Source: an optimization exercise on an open RTL-to-GDS flow (aim: small area, a short achievable clock period and few clock cycles per item). Production flows keep margins and buffers that such runs may drop. In this exercise RTL edits were held to simulation tests only and were not proved equivalent to the original.

## flow/run.sh

```bash
#!/bin/bash
# The standard layout flow (standard.sh), unchanged except for two
# settings it reads from the environment:
#  - SETUP_SLACK_MARGIN: the resizer's repair_timing keeps this much setup
#    slack. With the design's 200 ns clock the standard flow never works on
#    the input and output paths that set the achieved period.
#  - BUFFER_PORTS_ARGS: every input and output port still gets its buffer,
#    a plain buf_1 (later resized as needed) instead of the larger delay
#    buffer the resizer picks by default.
# The clock period and the timing constraints stay those of the design.
set -o pipefail
export SETUP_SLACK_MARGIN=158.1
export BUFFER_PORTS_ARGS="-buffer_cell sky130_fd_sc_hd__buf_1"
bash standard.sh > standard.log 2>&1
```

## standard.sh

```bash
#!/bin/bash
# synth_recipe.tcl (not shown) runs the flow's synth.tcl, then flattens the netlist and writes it again
# the make line also repeats each setting of config.mk as NAME=value (left out here)
make -C /OpenROAD-flow-scripts/flow DESIGN_CONFIG=/design/flow/config.mk WORK_HOME=/design/flow/orfs CLKGATE_MAP_FILE= SYNTH_SCRIPT=/design/flow/synth_recipe.tcl "${@:-finish}"
```

## config.mk

```make
export PLATFORM = sky130hd
export DESIGN_NAME = div
export DESIGN_NICKNAME = div
export VERILOG_FILES = /design/flow/design.v
export SDC_FILE = /design/flow/constraint.sdc
export NUM_CORES = 4
export LEC_CHECK = 0
export ABC_AREA = 1
export CAP_MARGIN = 20
export CORE_MARGIN = 2
export CORE_UTILIZATION = 55
export CTS_CLUSTER_DIAMETER = 200
export CTS_CLUSTER_SIZE = 30
export SLEW_MARGIN = 20
```

## constraint.sdc

```tcl
create_clock -name core_clock -period 200.0 [get_ports {clk}]
set_input_delay 40.0000 -clock core_clock [delete_from_list [all_inputs] [get_ports {clk}]]
set_output_delay 40.0000 -clock core_clock [all_outputs]
set_load 0.01 [all_outputs]
```

## design.v

```verilog
module div_steps #(
  parameter WIDTH  = 32,
  parameter AW     = 32,
  parameter K      = 4,
  parameter RIPPLE = 0
)(
  input  logic [WIDTH-1:0] p_i,
  input  logic [AW-1:0]    a_i,
  input  logic [WIDTH-1:0] d_i,
  input  logic             cin,
  output logic [WIDTH-1:0] p_o,
  output logic [AW-1:0]    a_o
);
  logic [WIDTH-1:0] pp [K+1];
  logic [AW-1:0]    aa [K+1];
  assign pp[0] = p_i;
  assign aa[0] = a_i;
  for (genvar i = 0; i < K; i++) begin : g_step
    logic [WIDTH:0]   t;
    logic [WIDTH+1:0] s;
    assign t = {pp[i], aa[i][AW-1]};
    if (RIPPLE[i]) begin : g_rc
      logic [WIDTH:0] c;
      assign c[0] = cin;
      assign s[0] = 1'b0;
      for (genvar j = 0; j < WIDTH; j++) begin : g_bit
        assign s[j+1] = t[j] ^ d_i[j] ^ c[j];
        assign c[j+1] = (t[j] & d_i[j]) | (t[j] & c[j]) | (d_i[j] & c[j]);
      end
      assign s[WIDTH+1] = !(t[WIDTH] ^ c[WIDTH]);
    end else begin : g_bk
      assign s = {t, 1'b1} + {1'b1, d_i, cin};
    end
    assign aa[i+1] = {aa[i][AW-2:0], !s[WIDTH+1]};
    assign pp[i+1] = s[WIDTH+1] ? t[WIDTH-1:0] : s[WIDTH:1];
  end
  assign p_o = pp[K];
  assign a_o = aa[K];
endmodule
module div
#(
  parameter XLEN = 32,
  localparam integer NUM_ROB_ENTRIES = 32,
  localparam integer ARCH_REG_IDX    = 4,
  localparam integer PHYS_REG_IDX    = 5
)(
  input  logic clk,
  input  logic rst,
  input  logic        req_valid,
  output logic        req_ready,
  input  logic [XLEN-1:0] op_a,
  input  logic [XLEN-1:0] op_b,
  input  logic [ARCH_REG_IDX:0] rd_arch,
  input  logic [PHYS_REG_IDX:0] pd_phys,
  input  logic [$clog2(NUM_ROB_ENTRIES)-1:0] rob_idx,
  input  logic        dest_we,
  input  logic [2:0]    sub_op,
  output logic        resp_valid,
  input  logic        resp_ready,
  output logic [XLEN-1:0] resp_value,
  output logic [ARCH_REG_IDX:0] resp_rd,
  output logic [PHYS_REG_IDX:0] resp_pd,
  output logic [$clog2(NUM_ROB_ENTRIES)-1:0] resp_rob_idx,
  output logic        resp_dest_we
);
  localparam integer K  = 4;                   
  localparam integer NM = (XLEN + K - 1) / K;  
  localparam integer AW = K * NM;              
  localparam integer CW = $clog2(NM);
  localparam integer TW = ARCH_REG_IDX + 1 + PHYS_REG_IDX + 1 + $clog2(NUM_ROB_ENTRIES) + 1;
  logic            busy_q, first_q, one_q, endc_q;
  logic [CW-1:0]   cnt_q;               
  logic            isrem_q, sa_q, sb_q;
  logic [XLEN-1:0] p_q;                 
  logic [AW-1:0]   a_q;                 
  logic [XLEN-1:0] d_q;                 
  logic [TW-1:0]   tag_q;
  logic            ov_q;
  logic [XLEN-1:0] oval_q;
  logic [TW-1:0]   otag_q;
  logic            pv_q;
  logic [TW-1:0]   ptag_q;
  wire last_c   = first_q ? one_q : endc_q;
  wire last     = busy_q && last_c;
  wire finish   = last && !pv_q;
  logic rx_q, ry_q;
  assign req_ready = rx_q || (ry_q && one_q);
  wire take     = req_valid && req_ready;
  wire step     = busy_q && !last_c && !pv_q;
  wire out_free = !ov_q || resp_ready;
  wire to_pend  = finish && !out_free;
  wire load_out = out_free && (finish || pv_q);
  function automatic logic [5:0] clz32(input logic [XLEN-1:0] x);
    logic [15:0] z1; logic [15:0]      c1;
    logic [7:0]  z2; logic [7:0][1:0]  c2;
    logic [3:0]  z3; logic [3:0][2:0]  c3;
    logic [1:0]  z4; logic [1:0][3:0]  c4;
    logic        z5; logic [4:0]       c5;
    for (integer g = 0; g < 16; g++) begin
      z1[g] = !x[2*g+1] && !x[2*g];
      c1[g] = !x[2*g+1];
    end
    for (integer g = 0; g < 8; g++) begin
      z2[g] = z1[2*g+1] && z1[2*g];
      c2[g] = z1[2*g+1] ? {1'b1, c1[2*g]} : {1'b0, c1[2*g+1]};
    end
    for (integer g = 0; g < 4; g++) begin
      z3[g] = z2[2*g+1] && z2[2*g];
      c3[g] = z2[2*g+1] ? {1'b1, c2[2*g]} : {1'b0, c2[2*g+1]};
    end
    for (integer g = 0; g < 2; g++) begin
      z4[g] = z3[2*g+1] && z3[2*g];
      c4[g] = z3[2*g+1] ? {1'b1, c3[2*g]} : {1'b0, c3[2*g+1]};
    end
    z5 = z4[1] && z4[0];
    c5 = z4[1] ? {1'b1, c4[0]} : {1'b0, c4[1]};
    clz32 = z5 ? 6'd32 : {1'b0, c5};
  endfunction
  function automatic logic above(input logic [XLEN-1:0] x, input logic [XLEN-1:0] y, input logic zb);
    logic [XLEN-1:0] f, zx, zy;    
    f  = x & ~y;
    zx = ~x;
    zy = ~y;
    for (integer w = 1; w < XLEN; w = w * 2)
      for (integer g = 0; g < XLEN; g = g + 2 * w) begin
        f[g]  = f[g + w] | (zx[g + w] & zy[g + w] & f[g]);
        zx[g] = zx[g + w] & zx[g];
        zy[g] = zy[g + w] & zy[g];
      end
    above = f[0] | (zx[0] & zb);
  endfunction
  wire sgn   = !sub_op[0];
  wire in_sa = sgn && op_a[XLEN-1];
  wire in_sb = sgn && op_b[XLEN-1];
  wire [XLEN-1:0] in_u = in_sa ? (~op_a >> (K - 1)) : (op_a >> K);
  wire in_one = above(op_b ^ {XLEN{in_sb}}, in_u, !in_sb);
  logic [XLEN-1:0] ma;
  always_comb begin
    logic any_a;
    any_a = 1'b0;
    for (integer i = 0; i < XLEN; i++) begin
      ma[i] = a_q[i] ^ (sa_q && any_a);
      any_a = any_a | a_q[i];
    end
  end
  wire [5:0] cza = clz32(ma);
  wire [5:0] czb = clz32(~d_q);         
  wire [6:0] n_off = {1'b0, czb} + 7'(XLEN + 1) - {1'b0, cza};
  logic [CW-1:0] m1;    
  always_comb begin
    if (one_q)                    m1 = '0;
    else if (czb == 6'd32)        m1 = CW'(NM-1);
    else if (n_off >= 7'(XLEN + K*(NM-1) + 1)) m1 = CW'(NM-1);
    else if (n_off <= 7'(XLEN + 2*K)) m1 = CW'(1);
    else                          m1 = CW'((n_off - 7'(XLEN + 1)) / K);
  end
  logic [XLEN-1:0] p_s;
  logic [AW-1:0]   a_s;
  always_comb begin
    logic [XLEN+AW-1:0] w;
    w = {{AW{1'b0}}, ma} << (AW - K*(m1+1));
    if (first_q) begin
      p_s = w[XLEN+AW-1:AW];
      a_s = w[AW-1:0];
    end else begin
      p_s = p_q;
      a_s = a_q;
    end
  end
  logic [XLEN-1:0] p_n;
  logic [AW-1:0]   a_n;
  div_steps #(.WIDTH(XLEN), .AW(AW), .K(K), .RIPPLE(8)) U_steps (
    .p_i(p_s), .a_i(a_s), .d_i(d_q), .cin(!sb_q), .p_o(p_n), .a_o(a_n)
  );
  wire div0 = !sb_q && (&d_q);
  wire neg  = isrem_q ? sa_q : (sa_q ^ sb_q) && !div0;
  wire [XLEN-1:0] res  = isrem_q ? p_n : (a_n[XLEN-1:0] | {XLEN{div0}});
  wire [XLEN-1:0] fres = neg ? -res : res;
  wire [CW-1:0] cnt_n = first_q ? m1 - 1'b1 : cnt_q - 1'b1;
  always_ff @(posedge clk) begin
    if (rst) begin
      busy_q <= 1'b0;
      ov_q   <= 1'b0;
      pv_q   <= 1'b0;
    end else begin
      if (take)
        busy_q <= 1'b1;
      else if (finish)
        busy_q <= 1'b0;
      if (load_out)
        ov_q <= 1'b1;
      else if (resp_ready)
        ov_q <= 1'b0;
      if (to_pend)
        pv_q <= 1'b1;
      else if (out_free)
        pv_q <= 1'b0;
    end
  end
  wire busy_d  = take || (busy_q && !finish);
  wire first_d = req_ready || (first_q && !step);
  wire endc_d  = step ? (cnt_n == '0) : endc_q;
  wire pv_d    = to_pend || (pv_q && !out_free);
  always_ff @(posedge clk) begin
    if (rst) begin
      rx_q <= 1'b1;
      ry_q <= 1'b0;
    end else begin
      rx_q <= !busy_d || (!first_d && endc_d && !pv_d);
      ry_q <= first_d && !pv_d;
    end
  end
  always_ff @(posedge clk) begin
    if (req_ready) begin
      first_q <= 1'b1;
      one_q   <= in_one;
      isrem_q <= sub_op[1];
      sa_q    <= in_sa;
      sb_q    <= in_sb;
      a_q     <= AW'(op_a);
      d_q     <= op_b ^ {XLEN{!in_sb}};
      tag_q   <= {rd_arch, pd_phys, rob_idx, dest_we};
    end else if (step) begin
      first_q <= 1'b0;
      cnt_q   <= cnt_n;
      endc_q  <= (cnt_n == '0);
      a_q     <= a_n;
    end
    if (finish) begin
      p_q     <= fres;
      ptag_q  <= tag_q;
    end else if (step)
      p_q     <= p_n;
    if (load_out) begin
      oval_q  <= pv_q ? p_q : fres;
      otag_q  <= pv_q ? ptag_q : tag_q;
    end
  end
  assign resp_valid = ov_q;
  assign resp_value = oval_q;
  assign {resp_rd, resp_pd, resp_rob_idx, resp_dest_we} = otag_q;
endmodule
```

==> results of run 1 <==
-- cells in the final DEF, fill, tap and decap left out, drive strengths merged, types with 31 or more instances in the layout --
| master | netlist | layout |
|---|---|---|
| ha | 112 | 112 |
| a21oi | 147 | 147 |
| fa | 36 | 36 |
| xnor2 | 90 | 90 |
| o21ai | 354 | 354 |
| inv | 349 | 357 |
| nand4 | 31 | 31 |
| edfxtp | 187 | 187 |
| buf | 45 | 168 |
| xor2 | 69 | 69 |
| nand3 | 194 | 194 |
| nand2 | 871 | 871 |
| nor2 | 188 | 188 |
-- path summary, 6_finish.rpt --
path | from | to | slack [ns] | cells past startpoint
hold reg to reg | tag_q[4]$_DFFE_PN_ | ptag_q[4]$_DFFE_PP_ | 0.45 | 0
setup / recovery | one_q$_DFFE_PN_ | req_ready | 158.17 | 5
setup reg to reg | a_q[3]$_DFFE_PP_ | oval_q[12]$_DFFE_PP_ | 162.60 | 198
hold / removal | tag_q[4]$_DFFE_PN_ | ptag_q[4]$_DFFE_PP_ | 0.45 | 0
-- Yosys cell counts (14+ instances only) --
master / instances
nor2_1: 169
nor2_2: 16
o21ai_2: 15
xor2_1: 69
xnor2_1: 90
o21ai_0: 266
buf_2: 23
a21oi_1: 143
nand4_1: 26
o221ai_1: 15
inv_2: 18
nand3_1: 175
inv_1: 331
ha_1: 112
nand3_2: 14
nor3_1: 17
edfxtp_1: 187
o21ai_1: 73
nand2_2: 35
nand2_1: 829
fa_1: 36
clkbuf_1: 59
o22ai_1: 22
-- layout make-up --
type	instances	area (um^2)
fill	3474	14530
multi-input combinational	2255	12910
sequential	193	5737
inverter	352	1324
timing repair buffer	170	822.0
tap	468	585.6
clock buffer	17	425.4
clock inverter	15	190.2
-- kinds of logic after synthesis --
logic type                 count (synthesis)  share of synthesized area [%]
and+or+nand+nor                         1328                          28.41
AOI/OAI and AO/OA                        615                          16.97
buffers and inverters                    456                          8.921
DFF                                      193                          28.18
xor gates and xnor gates                 159                          6.843
adders and majority gates                148                          10.43
muxes                                      5                         0.2460
-- repair_timing --
| item | 4_1_cts | 5_1_grt |
|---|---|---|
| setup endpoints to repair | 2 | 2 |
| resized for setup | 8 | 17 |
| setup buffers | 1 | 6 |
| pin swaps | 1 | 3 |
| cloned | 1 | 0 |
-- state kept, by name, indices dropped and copies added (netlist names), 3 cells and up --
| name | flops |
|---|---|
| a_q | 32 |
| cnt_q | 3 |
| d_q | 32 |
| p_q | 32 |
| tag_q | 17 |
| otag_q | 17 |
| oval_q | 32 |
| ptag_q | 17 |
-- through the flow --
| step | cell area [um^2] | hold WS (ns) | std cells |
|---|---|---|---|
| finish | 22000 | 0.4522 | 3470 |
| floorplan | 20360 | 0.4268 | 2904 |
| global route | 22000 | 0.4714 | 3470 |
| detailed placement | 21180 | 0.4342 | 3429 |
| global placement | 21180 | 0.4304 | 3429 |
| CTS | 21860 | 0.4510 | 3463 |
-- routing by layer --
metal / wire [um] / part of all wire [%]
met1: 31560 / 43
met4: 4785 / 6.5
met2: 30250 / 41
met3: 7116 / 9.7
met5: 0 / 0
==> results.yml, run 1 <==
run_status:
  status: "complete, no violations"
timing:
  final_hold_viol_count: 0
  timing.slew.headroom_pct: 16.53
  rsz0062_at_grt: "yes"
  fin_crit_ns: 41.83
  post-route-period-util_pct: 20.92
  setup_viol: 0
  fin_tns_setup_ns: 0
  slew_viol_final: 0
  worst_slew_pin_slew_ns: 1.248
  max_freq_ghz: 0.02391
  fin_ws_ns: 158.17
  clock_skew_ns: 0.02786
critical_path:
  cp.arrival_ns: 1.83
  crit_fanout: 49
  crit_family: "buffers and inverters"
  start_kind: "flop"
  end_kind: "primary output"
  path_buf_inv: 4
  cpPeakStageDelay_ns: 0.36
  crit_slowest_cell: "edfxtp_1"
  worstPathRequired_ns: 160.00
  criticalPathCategory: "reg2out"
  crit_path_cell_trace: "buf_4 -> a21oi_4 -> buf_8 -> clkinv_2 -> buf_1"
place:
  port_buffers: 137
  gp_congestion: 1.033
  dp_slack_ns: 157.13
  dp_hpwl_um: 59460
finish:
  drive_gt1_share_pct: 7.528
  antennaDiodeCount: 0
  fin_nets: 3225
  area_growth_pct: 8.097
  fin_util_pct: 60.23
grt:
  gr-max-usage-layer: "met2"
  use_met1_pct: 53.96
  track_usage_pct: 38.79
  global_route.usage.met3_pct: 6.862
  use_met2_pct: 56.28
  antenna_found_initial: 0
  grt_max_degree: 54
  grt_pass1_vias: 19310
  overflow: 0
  grt_pass1_wl_um: 112100
synthesis:
  yosysWarningCount: 4
  syn_avg_cell_area_um2: 7.007
  synthCells: 2904
  synth_area_um2: 20350
  ys_ff_latch: 193
  synthArstFlopShare_pct: 0
  synth_top_area_share_pct: 27.59
  synthFlopType: "edfxtp_1"
  synth_seq_area_share_pct: 28.18
  synth_edf_count: 187
  syn_nets: 3140
  synth_cell_types: 70
  yosys.area.top_type: "edfxtp_1"
  synth_area_leaders: "edfxtp_1 28%, nand2_1 15%, ha_1 6.9%, o21ai_0 6.5%, inv_1 6.1%"
clock_tree:
  cts_tree: "yes"
  cts_made_buffers: 17
  clk_latency_ns: 0.49
  h-tree-depth: 4
  root_buffer: "clkbuf_16"
  clock_sinks: 193
  cts_buffer_depth: 2
  clk_pin_slew_ns: 0.08
  holdBufCountCts: 0
floorplan:
  die_w_um: 196.4
  initial_utilization_pct: 55.72
  num_io_pins: 139
  core_area_um2: 36520
  dieArea_um2: 38550
  die_h_um: 196.4
  rows: 70
job:
  maxCapViolCount: 0
routing:
  dr_total_vias: 20670
  drtPass1Iterations: 6
  drt_iter0_markers: 2399
  drc_errors: 0
  totalWireLength_um: 73710
  drtAntennaViolNets: 0
  post_drt_wl_per_cell_um: 21.24
  vias_per_cell: 5.956
worst_hold_path:
  hold_path.class: "reg2reg"
Testbench counts, summed over its fixed seeds: cycles 6,524, ops 3,200.
==> run 2, diff against run 1 <==
--- a/design.v
+++ b/design.v
@@ -64,5 +64,5 @@
   output logic        resp_dest_we
 );
-  localparam integer K  = 4;                   
+  localparam integer K  = 8;                   
   localparam integer NM = (XLEN + K - 1) / K;  
   localparam integer AW = K * NM;              
@@ -170,5 +170,5 @@
   logic [XLEN-1:0] p_n;
   logic [AW-1:0]   a_n;
-  div_steps #(.WIDTH(XLEN), .AW(AW), .K(K), .RIPPLE(8)) U_steps (
+  div_steps #(.WIDTH(XLEN), .AW(AW), .K(K), .RIPPLE(0)) U_steps (
     .p_i(p_s), .a_i(a_s), .d_i(d_q), .cin(!sb_q), .p_o(p_n), .a_o(a_n)
   );
--- a/config.mk
+++ b/config.mk
@@ -9,6 +9,5 @@
 export CAP_MARGIN = 20
 export CORE_MARGIN = 2
-export CORE_UTILIZATION = 55
-export CTS_CLUSTER_DIAMETER = 200
-export CTS_CLUSTER_SIZE = 30
+export CORE_UTILIZATION = 70
+export PLACE_DENSITY = 0.78
 export SLEW_MARGIN = 20
==> run 2 against run 1 <==
  * Die area rose by 11%
  * Non-clock buffer count rose by 23
  * Global-route usage rose by 11 points
  * Largest cell class unchanged
  * First-iteration DRC count rose by 100%
  * Critical path type unchanged
  * Setup slack got worse by 0.019 ns
  * Count of clock-buffer cells in the layout did not move
  * Maximum frequency barely moved
  * Routed wire length rose by 48%
==> results.yml, run 2 <==
synthesis:
  yosysWarningCount: 4
  synthCells: 4483
  synth_area_leaders: "edfxtp_1 19%, nand2_1 17%, ha_1 12%, nand3_1 6.6%, inv_1 6.5%"
  synthFlopType: "edfxtp_1"
  yosysMostFrequentCell: "nand2_1"
  synth_top_area_share_pct: 19.46
  synthTopCellsByCount: "1309 x nand2_1, 494 x inv_1, 377 x nand3_1, 358 x a21oi_1, 297 x o21ai_0"
  synthArstFlopShare_pct: 0
  synth_edf_count: 186
  syn_nets: 4849
  synth_seq_area_share_pct: 19.88
  syn_avg_cell_area_um2: 6.401
  ys_ff_latch: 192
  yosys.area.top_type: "edfxtp_1"
  synth_area_um2: 28700
  synth_cell_types: 69
critical_path:
  start_kind: "flop"
  criticalPathCategory: "reg2out"
  end_kind: "primary output"
  cp.arrival_ns: 1.85
  worstPathRequired_ns: 160.00
  crit_fanout: 45
  reg2reg_slack_ns: 163.83
clock_tree:
  cts_buffer_depth: 2
  root_buffer: "clkbuf_16"
  clock_sinks: 192
  h-tree-depth: 4
  clk_latency_ns: 0.49
  cts_tree: "yes"
  cts_made_buffers: 17
  clk_pin_slew_ns: 0.09
place:
  dp_hpwl_um: 84130
  gp_congestion: 1.065
  port_buffers: 137
  dpl_cell_area_um2: 29630
timing:
  setup_viol: 0
  slew_viol_final: 0
  fin_tns_setup_ns: 0
  clock_skew_ns: 0.02235
  post-route-period-util_pct: 20.93
  rsz0062_at_grt: "yes"
  final_hold_viol_count: 0
  timing.slew.headroom_pct: 17.23
  worst_slew_pin_slew_ns: 1.229
  max_freq_ghz: 0.02389
  fin_crit_ns: 41.85
floorplan:
  initial_utilization_pct: 70.60
  die_h_um: 206.5
  rows: 74
  core_area_um2: 40650
  num_io_pins: 139
  dieArea_um2: 42630
  die_w_um: 206.5
routing:
  drtPass1Iterations: 10
  totalWireLength_um: 109400
  drtAntennaViolNets: 0
  vias_per_cell: 6.442
  drc_errors: 0
  dr_total_vias: 33060
  post_drt_wl_per_cell_um: 21.32
  drt_iter0_markers: 4902
finish:
  layout_common_cells: "1308 x nand2_1, 489 x inv_1, 377 x nand3_1"
  area_growth_pct: 6.436
  final_common_cell: "nand2_1"
  drive_gt1_share_pct: 5.178
  fin_area_um2: 30540
  fin_nets: 4949
run_status:
  status: "complete, no violations"
grt:
  grt_pass1_wl_um: 161700
  overflow: 0
  antenna_found_initial: 8
  grt_pass1_vias: 29530
  grt_max_degree: 61
  track_usage_pct: 49.94
worst_hold_path:
  hold_path.class: "reg2reg"
job:
  maxCapViolCount: 0
## run 2: cell types whose count changed after synthesis, sizes merged, moves of 27 or more
cell and change:
xor2 +110, ha +157, nand3 +199, fa -27, nand2 +477, nand4 +28, and2 +34, inv +157
a21oi +212, nor2 +88
## run 2: area by class of cell
| class | count | area, um^2 |
|---|---|---|
| clock buffer | 17 | 425.4 |
| tap | 532 | 665.6 |
| timing repair buffer | 193 | 987.2 |
| inverter | 510 | 1928 |
| sequential | 192 | 5707 |
| antenna | 4 | 10.01 |
| clock inverter | 15 | 209.0 |
| fill | 3407 | 10100 |
| multi-input combinational | 3669 | 20610 |
## run 2: per-stage QoR
step	hold WS, ns	utilization (%)	setup WS [ns]	instances
final	0.4580	75.14	158.15	5132
after global routing	0.4691	75.12	158.01	5128
after CTS	0.4581	74.54	158.04	5110
after detailed placement	0.4334	72.91	157.28	5078
after global placement	0.4273	72.91	157.35	5078
after floorplan	0.4268	-	158.13	4483
## run 2: repair_timing
item	CTS	global route
gates resized for setup	8	24
hold buffers	0	0
setup endpoints to repair	2	2
setup buffers	0	15
cloned	0	2
pin swaps	0	6
## run 2: path summary, 6_finish.rpt
kind                                     startpoint  depth (start not counted)                    to
worst min register to register  tag_q[14]$_DFFE_PN_                          0  ptag_q[14]$_DFFE_PP_
worst min-delay path            tag_q[14]$_DFFE_PN_                          0  ptag_q[14]$_DFFE_PP_
worst max register to register     a_q[0]$_DFFE_PP_                        190  oval_q[12]$_DFFE_PP_
worst max-delay path                one_q$_DFFE_PN_                          4             req_ready
## run 2: logic make-up after synthesis
group | count (synthesis) | share of synthesized area (%)
XOR/XNOR | 285 | 8.699
buffers and inverters | 623 | 8.633
adder cells (fa/ha/maj) | 278 | 12.36
flip-flops | 192 | 19.88
AND/OR/NAND/NOR | 2216 | 33.33
AO/OA/AOI/OAI | 889 | 17.10
## run 2: routing by layer
layer | global-route usage, % | wire (um) | vias up | share of wire [%]
li1 | - | - | 15320 | -
met1 | 62.58 | 39340 | 14640 | 36
met2 | 73.83 | 44800 | 2480 | 41
met3 | 15.47 | 16740 | 608 | 15
met4 | 32.73 | 8420 | 16 | 7.7
met5 | 0 | 106 | - | 0.097
## run 2: critical path, cell delays in order (launching register included)
cell,delay (ns)
edfxtp_1,0.52
a21oi_2,0.21
buf_8,0.27
inv_4,0.18
buf_1,0.18
Testbench counts of run 2, summed over its fixed seeds: cycles 4,656, ops 3,200.

[re-timing with driven ports]
How much do the figures lean on ideal ports? The routed layouts below were timed once more, with nothing changed but the port constraints. Step 1, drivers: a clkbuf_16 drives clk and a buf_2 each remaining input, both assumed. Step 2, shift: input delay + t, output delay - t, t = (earliest + latest rising clock arrival at the registers) / 2. This alone moves slack from input paths to output paths. a / b / c = no drivers / after step 1 / after step 2; a / b = the first two.
run	t (ns)	setup slack, ns	hold WS [ns]	slew at the worst register clock pin (ns)
run 1	0.533	158.168 / 158.110 / 157.694	0.452 / 0.452 / 0.452	0.10 / 0.10
run 2	0.541	158.149 / 158.090 / 157.650	0.458 / 0.458 / 0.458	0.10 / 0.10
After both steps every run listed still meets setup and hold. For run 2, which loses most, drivers alone change the setup slack by -0.059 ns; drivers and shift together by -0.499 ns.
